This design comes from an exercise in tuning for small area and a short achievable clock period on the open sky130 flow, not from production work.
Only the layout flow was run in this run; the RTL was not checked for function there.
Power figures rest on the tool's default switching activity, not on a simulated workload.

### flow/run.sh
#!/bin/bash
# synth_recipe.tcl (not shown) runs the flow's synth.tcl, then flattens the netlist and writes it again
# the make line also repeats each setting of config.mk as NAME=value (left out here)
make -C /OpenROAD-flow-scripts/flow DESIGN_CONFIG=/design/flow/config.mk WORK_HOME=/design/flow/orfs CLKGATE_MAP_FILE= SYNTH_SCRIPT=/design/flow/synth_recipe.tcl finish
### flow/config.mk
export PLATFORM = sky130hd
export DESIGN_NAME = sad_8_2_arch1
export DESIGN_NICKNAME = sad_8_2_arch1
export VERILOG_FILES = /design/flow/design.v
export SDC_FILE = /design/flow/constraint.sdc
export NUM_CORES = 4
export LEC_CHECK = 0
export CAP_MARGIN = 20
export CORE_MARGIN = 2
export CORE_UTILIZATION = 40
export SLEW_MARGIN = 20
### flow/constraint.sdc
create_clock -name core_clock -period 6.5 [get_ports {clk}]
set_input_delay 1.3000 -clock core_clock [delete_from_list [all_inputs] [get_ports {clk}]]
set_output_delay 1.3000 -clock core_clock [all_outputs]
set_load 0.01 [all_outputs]
### flow/design.v
module sad_8_2_arch1(clk,reset,org0,org1,org2,org3,org4,org5,org6,org7,
                               ref0,ref1,ref2,ref3,ref4,ref5,ref6,ref7,final_sum);
input          clk,reset;
input   [7:0]  ref0,ref1,ref2,ref3,ref4,ref5,ref6,ref7;
input   [7:0]  org0,org1,org2,org3,org4,org5,org6,org7;
output  [15:0] final_sum;
  wire [7:0] t0, x0; wire c0;
  wire [8:0] k0;
  assign k0[0] = 1'b0;
  genvar j0;
  generate for (j0 = 0; j0 < 8; j0 = j0 + 1) begin : rc0
    assign t0[j0] = org0[j0] ^ ~ref0[j0] ^ k0[j0];
    assign k0[j0+1] = (org0[j0] & ~ref0[j0]) | (k0[j0] & (org0[j0] ^ ~ref0[j0]));
  end endgenerate
  assign c0 = k0[8];
  assign x0 = t0 ^ {8{~c0}};
  wire [7:0] t1, x1; wire c1;
  wire [8:0] k1;
  assign k1[0] = 1'b0;
  genvar j1;
  generate for (j1 = 0; j1 < 8; j1 = j1 + 1) begin : rc1
    assign t1[j1] = org1[j1] ^ ~ref1[j1] ^ k1[j1];
    assign k1[j1+1] = (org1[j1] & ~ref1[j1]) | (k1[j1] & (org1[j1] ^ ~ref1[j1]));
  end endgenerate
  assign c1 = k1[8];
  assign x1 = t1 ^ {8{~c1}};
  wire [7:0] t2, x2; wire c2;
  wire [8:0] k2;
  assign k2[0] = 1'b0;
  genvar j2;
  generate for (j2 = 0; j2 < 8; j2 = j2 + 1) begin : rc2
    assign t2[j2] = org2[j2] ^ ~ref2[j2] ^ k2[j2];
    assign k2[j2+1] = (org2[j2] & ~ref2[j2]) | (k2[j2] & (org2[j2] ^ ~ref2[j2]));
  end endgenerate
  assign c2 = k2[8];
  assign x2 = t2 ^ {8{~c2}};
  wire [7:0] t3, x3; wire c3;
  wire [8:0] k3;
  assign k3[0] = 1'b0;
  genvar j3;
  generate for (j3 = 0; j3 < 8; j3 = j3 + 1) begin : rc3
    assign t3[j3] = org3[j3] ^ ~ref3[j3] ^ k3[j3];
    assign k3[j3+1] = (org3[j3] & ~ref3[j3]) | (k3[j3] & (org3[j3] ^ ~ref3[j3]));
  end endgenerate
  assign c3 = k3[8];
  assign x3 = t3 ^ {8{~c3}};
  wire [7:0] t4, x4; wire c4;
  wire [8:0] k4;
  assign k4[0] = 1'b0;
  genvar j4;
  generate for (j4 = 0; j4 < 8; j4 = j4 + 1) begin : rc4
    assign t4[j4] = org4[j4] ^ ~ref4[j4] ^ k4[j4];
    assign k4[j4+1] = (org4[j4] & ~ref4[j4]) | (k4[j4] & (org4[j4] ^ ~ref4[j4]));
  end endgenerate
  assign c4 = k4[8];
  assign x4 = t4 ^ {8{~c4}};
  wire [7:0] t5, x5; wire c5;
  wire [8:0] k5;
  assign k5[0] = 1'b0;
  genvar j5;
  generate for (j5 = 0; j5 < 8; j5 = j5 + 1) begin : rc5
    assign t5[j5] = org5[j5] ^ ~ref5[j5] ^ k5[j5];
    assign k5[j5+1] = (org5[j5] & ~ref5[j5]) | (k5[j5] & (org5[j5] ^ ~ref5[j5]));
  end endgenerate
  assign c5 = k5[8];
  assign x5 = t5 ^ {8{~c5}};
  wire [7:0] t6, x6; wire c6;
  wire [8:0] k6;
  assign k6[0] = 1'b0;
  genvar j6;
  generate for (j6 = 0; j6 < 8; j6 = j6 + 1) begin : rc6
    assign t6[j6] = org6[j6] ^ ~ref6[j6] ^ k6[j6];
    assign k6[j6+1] = (org6[j6] & ~ref6[j6]) | (k6[j6] & (org6[j6] ^ ~ref6[j6]));
  end endgenerate
  assign c6 = k6[8];
  assign x6 = t6 ^ {8{~c6}};
  wire [7:0] t7, x7; wire c7;
  wire [8:0] k7;
  assign k7[0] = 1'b0;
  genvar j7;
  generate for (j7 = 0; j7 < 8; j7 = j7 + 1) begin : rc7
    assign t7[j7] = org7[j7] ^ ~ref7[j7] ^ k7[j7];
    assign k7[j7+1] = (org7[j7] & ~ref7[j7]) | (k7[j7] & (org7[j7] ^ ~ref7[j7]));
  end endgenerate
  assign c7 = k7[8];
  assign x7 = t7 ^ {8{~c7}};
  wire as1, ac2;
  assign as1 = c0 ^ c1 ^ c2;
  assign ac2 = (c0 & c1) | (c2 & (c0 ^ c1));
  wire as3, ac4;
  assign as3 = c3 ^ c4 ^ c5;
  assign ac4 = (c3 & c4) | (c5 & (c3 ^ c4));
  wire as5, ac6;
  assign as5 = c6 ^ c7 ^ x0[0];
  assign ac6 = (c6 & c7) | (x0[0] & (c6 ^ c7));
  wire as7, ac8;
  assign as7 = x1[0] ^ x2[0] ^ x3[0];
  assign ac8 = (x1[0] & x2[0]) | (x3[0] & (x1[0] ^ x2[0]));
  wire as9, ac10;
  assign as9 = x4[0] ^ x5[0] ^ x6[0];
  assign ac10 = (x4[0] & x5[0]) | (x6[0] & (x4[0] ^ x5[0]));
  wire as11, ac12;
  assign as11 = x7[0] ^ as1 ^ as3;
  assign ac12 = (x7[0] & as1) | (as3 & (x7[0] ^ as1));
  wire as13, ac14;
  assign as13 = as5 ^ as7 ^ as9;
  assign ac14 = (as5 & as7) | (as9 & (as5 ^ as7));
  wire as15, ac16;
  assign as15 = x0[1] ^ x1[1] ^ x2[1];
  assign ac16 = (x0[1] & x1[1]) | (x2[1] & (x0[1] ^ x1[1]));
  wire as17, ac18;
  assign as17 = x3[1] ^ x4[1] ^ x5[1];
  assign ac18 = (x3[1] & x4[1]) | (x5[1] & (x3[1] ^ x4[1]));
  wire as19, ac20;
  assign as19 = x6[1] ^ x7[1] ^ ac2;
  assign ac20 = (x6[1] & x7[1]) | (ac2 & (x6[1] ^ x7[1]));
  wire as21, ac22;
  assign as21 = ac4 ^ ac10 ^ ac6;
  assign ac22 = (ac4 & ac10) | (ac6 & (ac4 ^ ac10));
  wire as23, ac24;
  assign as23 = ac8 ^ as15 ^ as17;
  assign ac24 = (ac8 & as15) | (as17 & (ac8 ^ as15));
  wire as25, ac26;
  assign as25 = ac12 ^ as19 ^ as21;
  assign ac26 = (ac12 & as19) | (as21 & (ac12 ^ as19));
  wire as27, ac28;
  assign as27 = x0[2] ^ x1[2] ^ x2[2];
  assign ac28 = (x0[2] & x1[2]) | (x2[2] & (x0[2] ^ x1[2]));
  wire as29, ac30;
  assign as29 = x3[2] ^ x4[2] ^ x5[2];
  assign ac30 = (x3[2] & x4[2]) | (x5[2] & (x3[2] ^ x4[2]));
  wire as31, ac32;
  assign as31 = x6[2] ^ x7[2] ^ ac16;
  assign ac32 = (x6[2] & x7[2]) | (ac16 & (x6[2] ^ x7[2]));
  wire as33, ac34;
  assign as33 = ac18 ^ as27 ^ as29;
  assign ac34 = (ac18 & as27) | (as29 & (ac18 ^ as27));
  wire as35, ac36;
  assign as35 = ac20 ^ ac22 ^ as31;
  assign ac36 = (ac20 & ac22) | (as31 & (ac20 ^ ac22));
  wire as37, ac38;
  assign as37 = ac24 ^ as33 ^ ac26;
  assign ac38 = (ac24 & as33) | (ac26 & (ac24 ^ as33));
  wire as39, ac40;
  assign as39 = x0[3] ^ x1[3] ^ x2[3];
  assign ac40 = (x0[3] & x1[3]) | (x2[3] & (x0[3] ^ x1[3]));
  wire as41, ac42;
  assign as41 = x3[3] ^ x4[3] ^ x5[3];
  assign ac42 = (x3[3] & x4[3]) | (x5[3] & (x3[3] ^ x4[3]));
  wire as43, ac44;
  assign as43 = x6[3] ^ x7[3] ^ ac28;
  assign ac44 = (x6[3] & x7[3]) | (ac28 & (x6[3] ^ x7[3]));
  wire as45, ac46;
  assign as45 = ac30 ^ as39 ^ as41;
  assign ac46 = (ac30 & as39) | (as41 & (ac30 ^ as39));
  wire as47, ac48;
  assign as47 = ac32 ^ as43 ^ ac34;
  assign ac48 = (ac32 & as43) | (ac34 & (ac32 ^ as43));
  wire as49, ac50;
  assign as49 = as45 ^ ac36 ^ as47;
  assign ac50 = (as45 & ac36) | (as47 & (as45 ^ ac36));
  wire as51, ac52;
  assign as51 = x0[4] ^ x1[4] ^ x2[4];
  assign ac52 = (x0[4] & x1[4]) | (x2[4] & (x0[4] ^ x1[4]));
  wire as53, ac54;
  assign as53 = x3[4] ^ x4[4] ^ x5[4];
  assign ac54 = (x3[4] & x4[4]) | (x5[4] & (x3[4] ^ x4[4]));
  wire as55, ac56;
  assign as55 = x6[4] ^ x7[4] ^ ac40;
  assign ac56 = (x6[4] & x7[4]) | (ac40 & (x6[4] ^ x7[4]));
  wire as57, ac58;
  assign as57 = ac42 ^ as51 ^ as53;
  assign ac58 = (ac42 & as51) | (as53 & (ac42 ^ as51));
  wire as59, ac60;
  assign as59 = ac44 ^ as55 ^ ac46;
  assign ac60 = (ac44 & as55) | (ac46 & (ac44 ^ as55));
  wire as61, ac62;
  assign as61 = as57 ^ ac48 ^ as59;
  assign ac62 = (as57 & ac48) | (as59 & (as57 ^ ac48));
  wire as63, ac64;
  assign as63 = x0[5] ^ x1[5] ^ x2[5];
  assign ac64 = (x0[5] & x1[5]) | (x2[5] & (x0[5] ^ x1[5]));
  wire as65, ac66;
  assign as65 = x3[5] ^ x4[5] ^ x5[5];
  assign ac66 = (x3[5] & x4[5]) | (x5[5] & (x3[5] ^ x4[5]));
  wire as67, ac68;
  assign as67 = x6[5] ^ x7[5] ^ ac52;
  assign ac68 = (x6[5] & x7[5]) | (ac52 & (x6[5] ^ x7[5]));
  wire as69, ac70;
  assign as69 = ac54 ^ as63 ^ as65;
  assign ac70 = (ac54 & as63) | (as65 & (ac54 ^ as63));
  wire as71, ac72;
  assign as71 = ac56 ^ as67 ^ ac58;
  assign ac72 = (ac56 & as67) | (ac58 & (ac56 ^ as67));
  wire as73, ac74;
  assign as73 = as69 ^ ac60 ^ as71;
  assign ac74 = (as69 & ac60) | (as71 & (as69 ^ ac60));
  wire as75, ac76;
  assign as75 = x0[6] ^ x1[6] ^ x2[6];
  assign ac76 = (x0[6] & x1[6]) | (x2[6] & (x0[6] ^ x1[6]));
  wire as77, ac78;
  assign as77 = x3[6] ^ x4[6] ^ x5[6];
  assign ac78 = (x3[6] & x4[6]) | (x5[6] & (x3[6] ^ x4[6]));
  wire as79, ac80;
  assign as79 = x6[6] ^ x7[6] ^ ac64;
  assign ac80 = (x6[6] & x7[6]) | (ac64 & (x6[6] ^ x7[6]));
  wire as81, ac82;
  assign as81 = ac66 ^ as75 ^ as77;
  assign ac82 = (ac66 & as75) | (as77 & (ac66 ^ as75));
  wire as83, ac84;
  assign as83 = ac68 ^ as79 ^ ac70;
  assign ac84 = (ac68 & as79) | (ac70 & (ac68 ^ as79));
  wire as85, ac86;
  assign as85 = as81 ^ ac72 ^ as83;
  assign ac86 = (as81 & ac72) | (as83 & (as81 ^ ac72));
  wire as87, ac88;
  assign as87 = x0[7] ^ x1[7] ^ x2[7];
  assign ac88 = (x0[7] & x1[7]) | (x2[7] & (x0[7] ^ x1[7]));
  wire as89, ac90;
  assign as89 = x3[7] ^ x4[7] ^ x5[7];
  assign ac90 = (x3[7] & x4[7]) | (x5[7] & (x3[7] ^ x4[7]));
  wire as91, ac92;
  assign as91 = x6[7] ^ x7[7] ^ ac76;
  assign ac92 = (x6[7] & x7[7]) | (ac76 & (x6[7] ^ x7[7]));
  wire as93, ac94;
  assign as93 = ac78 ^ as87 ^ as89;
  assign ac94 = (ac78 & as87) | (as89 & (ac78 ^ as87));
  wire as95, ac96;
  assign as95 = ac80 ^ as91 ^ ac82;
  assign ac96 = (ac80 & as91) | (ac82 & (ac80 ^ as91));
  wire as97, ac98;
  assign as97 = as93 ^ ac84 ^ as95;
  assign ac98 = (as93 & ac84) | (as95 & (as93 ^ ac84));
  wire as99, ac100;
  assign as99 = ac88 ^ ac90 ^ ac92;
  assign ac100 = (ac88 & ac90) | (ac92 & (ac88 ^ ac90));
  wire as101, ac102;
  assign as101 = ac94 ^ ac96 ^ as99;
  assign ac102 = (ac94 & ac96) | (as99 & (ac94 ^ ac96));
  reg p0_0, p0_1, p1_0, p1_1, p1_2, p2_0, p2_1, p3_0, p3_1, p4_0, p4_1, p5_0, p5_1, p6_0, p6_1, p7_0, p7_1, p8_0, p8_1, p9_0, p9_1;
  reg reset_l;
  always @(posedge clk) begin
    p0_0 <= as11;
    p0_1 <= as13;
    p1_0 <= ac14;
    p1_1 <= as23;
    p1_2 <= as25;
    p2_0 <= as35;
    p2_1 <= as37;
    p3_0 <= ac38;
    p3_1 <= as49;
    p4_0 <= ac50;
    p4_1 <= as61;
    p5_0 <= ac62;
    p5_1 <= as73;
    p6_0 <= ac74;
    p6_1 <= as85;
    p7_0 <= ac86;
    p7_1 <= as97;
    p8_0 <= ac98;
    p8_1 <= as101;
    p9_0 <= ac100;
    p9_1 <= ac102;
    reset_l <= reset;
  end
  reg [15:0] sum_reg;
  wire bs103, bc104;
  assign bs103 = p0_0 ^ p0_1 ^ sum_reg[0];
  assign bc104 = (p0_0 & p0_1) | (sum_reg[0] & (p0_0 ^ p0_1));
  wire bs105, bc106;
  assign bs105 = p1_0 ^ p1_1 ^ p1_2;
  assign bc106 = (p1_0 & p1_1) | (p1_2 & (p1_0 ^ p1_1));
  wire bs107, bc108;
  assign bs107 = sum_reg[1] ^ bc104 ^ bs105;
  assign bc108 = (sum_reg[1] & bc104) | (bs105 & (sum_reg[1] ^ bc104));
  wire bs109, bc110;
  assign bs109 = p2_0 ^ p2_1 ^ sum_reg[2];
  assign bc110 = (p2_0 & p2_1) | (sum_reg[2] & (p2_0 ^ p2_1));
  wire bs111, bc112;
  assign bs111 = bc106 ^ bs109 ^ bc108;
  assign bc112 = (bc106 & bs109) | (bc108 & (bc106 ^ bs109));
  wire bs113, bc114;
  assign bs113 = p3_0 ^ p3_1 ^ sum_reg[3];
  assign bc114 = (p3_0 & p3_1) | (sum_reg[3] & (p3_0 ^ p3_1));
  wire bs115, bc116;
  assign bs115 = bc110 ^ bs113 ^ bc112;
  assign bc116 = (bc110 & bs113) | (bc112 & (bc110 ^ bs113));
  wire bs117, bc118;
  assign bs117 = p4_0 ^ p4_1 ^ sum_reg[4];
  assign bc118 = (p4_0 & p4_1) | (sum_reg[4] & (p4_0 ^ p4_1));
  wire bs119, bc120;
  assign bs119 = bc114 ^ bs117 ^ bc116;
  assign bc120 = (bc114 & bs117) | (bc116 & (bc114 ^ bs117));
  wire bs121, bc122;
  assign bs121 = p5_0 ^ p5_1 ^ sum_reg[5];
  assign bc122 = (p5_0 & p5_1) | (sum_reg[5] & (p5_0 ^ p5_1));
  wire bs123, bc124;
  assign bs123 = bc118 ^ bs121 ^ bc120;
  assign bc124 = (bc118 & bs121) | (bc120 & (bc118 ^ bs121));
  wire bs125, bc126;
  assign bs125 = p6_0 ^ p6_1 ^ sum_reg[6];
  assign bc126 = (p6_0 & p6_1) | (sum_reg[6] & (p6_0 ^ p6_1));
  wire bs127, bc128;
  assign bs127 = bc122 ^ bs125 ^ bc124;
  assign bc128 = (bc122 & bs125) | (bc124 & (bc122 ^ bs125));
  wire bs129, bc130;
  assign bs129 = p7_0 ^ p7_1 ^ sum_reg[7];
  assign bc130 = (p7_0 & p7_1) | (sum_reg[7] & (p7_0 ^ p7_1));
  wire bs131, bc132;
  assign bs131 = bc126 ^ bs129 ^ bc128;
  assign bc132 = (bc126 & bs129) | (bc128 & (bc126 ^ bs129));
  wire bs133, bc134;
  assign bs133 = p8_0 ^ p8_1 ^ sum_reg[8];
  assign bc134 = (p8_0 & p8_1) | (sum_reg[8] & (p8_0 ^ p8_1));
  wire bs135, bc136;
  assign bs135 = bc130 ^ bs133 ^ bc132;
  assign bc136 = (bc130 & bs133) | (bc132 & (bc130 ^ bs133));
  wire bs137, bc138;
  assign bs137 = p9_0 ^ p9_1 ^ sum_reg[9];
  assign bc138 = (p9_0 & p9_1) | (sum_reg[9] & (p9_0 ^ p9_1));
  wire bs139, bc140;
  assign bs139 = bc134 ^ bs137 ^ bc136;
  assign bc140 = (bc134 & bs137) | (bc136 & (bc134 ^ bs137));
  wire bs141, bc142;
  assign bs141 = sum_reg[10] ^ bc138 ^ bc140;
  assign bc142 = (sum_reg[10] & bc138) | (bc140 & (sum_reg[10] ^ bc138));
  wire [15:0] ra = {1'b0, sum_reg[14], sum_reg[13], sum_reg[12], sum_reg[11], bs141, bs139, bs135, bs131, bs127, bs123, bs119, bs115, bs111, bs107, bs103};
  wire [15:0] rb = {1'b0, 1'b0, 1'b0, 1'b0, bc142, 1'b0, 1'b0, 1'b0, 1'b0, 1'b0, 1'b0, 1'b0, 1'b0, 1'b0, 1'b0, 1'b0};
  wire [15:0] nsum = ra + rb;
  always @(posedge clk)
    if (reset_l) sum_reg <= 16'd0;
    else         sum_reg <= nsum;
  assign final_sum = sum_reg;
endmodule
==> run summary <==
[metrics by stage]
| step | setup WS (ps) | power (W) | utilization [%] | setup TNS [ps] |
|---|---|---|---|---|
| global placement | -569.1 | 0.002211 | 56.56 | -6493 |
| finish | 134.1 | 0.002541 | 60.85 | 0 |
| global route | -72.90 | 0.002943 | 60.85 | -189.2 |
| floorplan | 34.63 | 0.001707 | - | 0 |
| CTS | 10.74 | 0.002593 | 59.25 | 0 |
| detailed placement | -731.4 | 0.002270 | 56.56 | -8557 |
[critical path, cell delays in order]
cell and delay [ps]:
clkbuf_2 90, inv_2 40, ha_4 150, fa_2 380, fa_2 380, fa_2 380
fa_2 400, fa_2 410, fa_2 390, fa_2 410, buf_8 150, xor2_1 160
fa_1 540, inv_1 50, fa_1 350, inv_1 70, fa_1 400, inv_1 80
fa_1 400
[cell type report]
| class | count | share of cell area (%) |
|---|---|---|
| clock buffer | 6 | 1.855 |
| clock inverter | 2 | 0.5402 |
| inverter | 134 | 7.239 |
| multi-input combinational | 223 | 51.88 |
| sequential | 38 | 10.95 |
| tap | 143 | 2.575 |
| timing repair buffer | 168 | 24.96 |
[cell usage in the layout, fill, tap and decap left out]
master | synthesis | layout
a21o_1 | 1 | 1
and2b_1 | 1 | 1
and3_2 | 1 | 1
buf_12 | 0 | 7
buf_4 | 8 | 15
buf_8 | 0 | 1
bufinv_16 | 0 | 1
clkbuf_1 | 0 | 1
clkbuf_16 | 0 | 5
clkbuf_2 | 0 | 2
clkdlybuf4s50_1 | 0 | 133
clkinvlp_4 | 0 | 1
dfxtp_1 | 38 | 38
dlymetal6s2s_1 | 0 | 10
fa_1 | 126 | 74
fa_2 | 0 | 52
ha_1 | 11 | 6
ha_2 | 0 | 4
ha_4 | 0 | 1
inv_1 | 134 | 124
inv_2 | 0 | 10
mux2_4 | 1 | 1
nand3_1 | 1 | 1
nor2_1 | 5 | 5
nor2b_1 | 10 | 10
xnor2_1 | 51 | 44
xnor2_2 | 0 | 5
xnor2_4 | 0 | 2
xor2_1 | 15 | 13
xor2_2 | 0 | 2
[kinds of logic (layout without fill, tap and decap cells)]
family / after synthesis / in the layout / share of synthesized area, %
DFF: 38 / 38 / 16.22
xor gates and xnor gates: 66 / 66 / 12.32
adders and majority gates: 137 / 137 / 56.71
buffers and inverters: 143 / 310 / 12.11
muxes: 1 / 1 / 0.3200
AOI/OAI and AO/OA: 1 / 1 / 0.1601
and+or+nand+nor: 18 / 18 / 2.161
[layer usage]
layer	global-route usage, %	vias up	part of all wire, %
met5	0	-	0
li1	-	1416	-
met2	32.21	78	58
met1	19.64	1526	36
met3	3.024	8	4.8
met4	2.602	0	0.92
[what timing repair did]
action,in CTS,in global routing
setup buffers,3,3
gates resized for setup,48,48
pin swaps,8,30
endpoints found under the setup margin,14,13
[where the power goes]
group | leakage, nW | switching (W) | internal, W
Sequential | 0.318 | 0.0000595 | 0.000387
Clock | 0.0771 | 0.0000882 | 0.000181
Combinational | 2.75 | 0.000894 | 0.000931
Total | 3.14 | 0.00104 | 0.00150
[final timing paths]
path | from | to | slack (ps) | cells past startpoint
setup / recovery | ref3[0] | p4_1 | 130 | 19
hold / removal | sum_reg[13] | sum_reg[15] | 550 | 1
setup reg to reg | p1_0 | sum_reg[12] | 1440 | 16
hold reg to reg | sum_reg[13] | sum_reg[15] | 550 | 1
==> run summary <==
- VDD IR max: 0.2249 mV
- Most common cell in the netlist: inv_1
- Slew Limit Headroom: 60.38%
- DIE WIDTH: 112.3 um
- Post-Syn Nets: 671
- Power per Cell Area: 365.8 nW/um^2
- DP HPWL: 9302 um
- Core area: 11,420 um^2
- Antenna Violating Nets Remaining: 0
- Layout Cells excl Fill: 714
- Die area: 12,610 um^2
- Nets@finish: 837
- Post-synthesis cell count: 404
- DR vias: 3,028
- Final slew viol count: 0
- Gpl congestion: 0.8047
- CP endpoint kind: flop
- Number of buffers created by CTS: 5
- Syn avg cell area: 11.61 um^2
- HP Class: reg -> reg
- F_max: 157.1 MHz
- Commonest cells post-synth: inv_1, fa_1, xnor2_1, dfxtp_1, xor2_1
- Clk root buf: clkbuf_16
- Max reg flops: 16
- Layout cells sized above 1: 19.26%
- Fin crit share: 97.94%
- Synth Cell Area: 4691 um^2
- Leak: 3.144 nW
- Starting Density: 41.08%
- Row cnt: 39
- Period minus WS final: 6366 ps
- Synth Register Bits: 38
- Dpl cell area: 6459 um^2
- Final Hold Viols: 0
- Detailed Route Iter0 Violations: 50
- CTS tree: yes
- FFs w/ async S/R, synth: 0%
- Clock skew: 5.021 ps
- Global Route Usage Sum: 16.69%
- Multi-input gate area: 3605 um^2
- Drt first pass iters: 4
- Post-synth top area share: 53.77%
- Sequential area share after synthesis: 16.22%
- Routed vias/inst: 4.241
- Post-Route Hold Slack: 553.6 ps
- Fin area: 6948 um^2
- Clock sinks: 38
- Setup violations, final: 0
- Critical path class: in -> reg
- Die Y-Extent: 112.3 um
- Max_cap viols: 0
- H-tree lvl count: 2
- Main synth FF type: dfxtp_1
- Avg WL per Cell: 13.97 um
- Ant diodes: 0
- PortBufs: 145
- Pin count of the biggest net entering global routing: 17
- Clock Latency Late Sink: 280 ps
- Total gr overflow: 0
- Layout overhead on the synthesized area: 48.12%
- Synth area leaders: fa_1, dfxtp_1, inv_1
- Netlist cell types: 15
- YS warnings: 1
- Maximum buffer depth of the clock tree: 2
- Number of global-route vias before repair: 3,534
- WP data required: 6650 ps
- Reg area: 760.7 um^2
- Slew @ Worst Pin: 593.6 ps
- Crit path DAT: 6520 ps
- EDFF count, synth: 0
- Drt drc: 0
- Crit-path max FO: 8
- RSZ-0062 raised after global routing: true
- Hold-fix buffers, CTS: 0
- Final wirelength: 9973 um
- Initial antenna violation count: 0
- # IOs: 146
- Status: no timing/DRC/antenna violations
- First-pass GRT wire length: 16,410 um
- # fillers: 993
- Critical Path Source Type: primary input
- Reg clk slew, reported paths: 60 ps
- Synth area leader: fa_1
- Dpl cells: 700

==> re-timing with driven ports <==
No port has a modelled driver above. Below, the same layout with a new extraction and two added sets of constraints.
Step 1: set_driving_cell puts a clkbuf_16 on clk and a buf_2 on each other input, an assumption about the parent block.
Step 2, shift: input delay + t, output delay - t, t = (earliest + latest rising clock arrival at the registers) / 2. This alone moves slack from input paths to output paths.
Three values: no drivers, after step 1, after step 2; two values: the first two.
t, ns: 0.305
slack for setup (ns): 0.134 / 0.133 / -0.172
latest minus earliest clock arrival (ns): 0.005 / 0.005
worst slew at a driven data input, ns: 0.05
pins driven straight from the clock port: 1
Met with ideal ports but missed after step 2: setup timing in this run. The setup slack of this run moves by -0.001 ns with the drivers and by -0.306 ns with both steps.
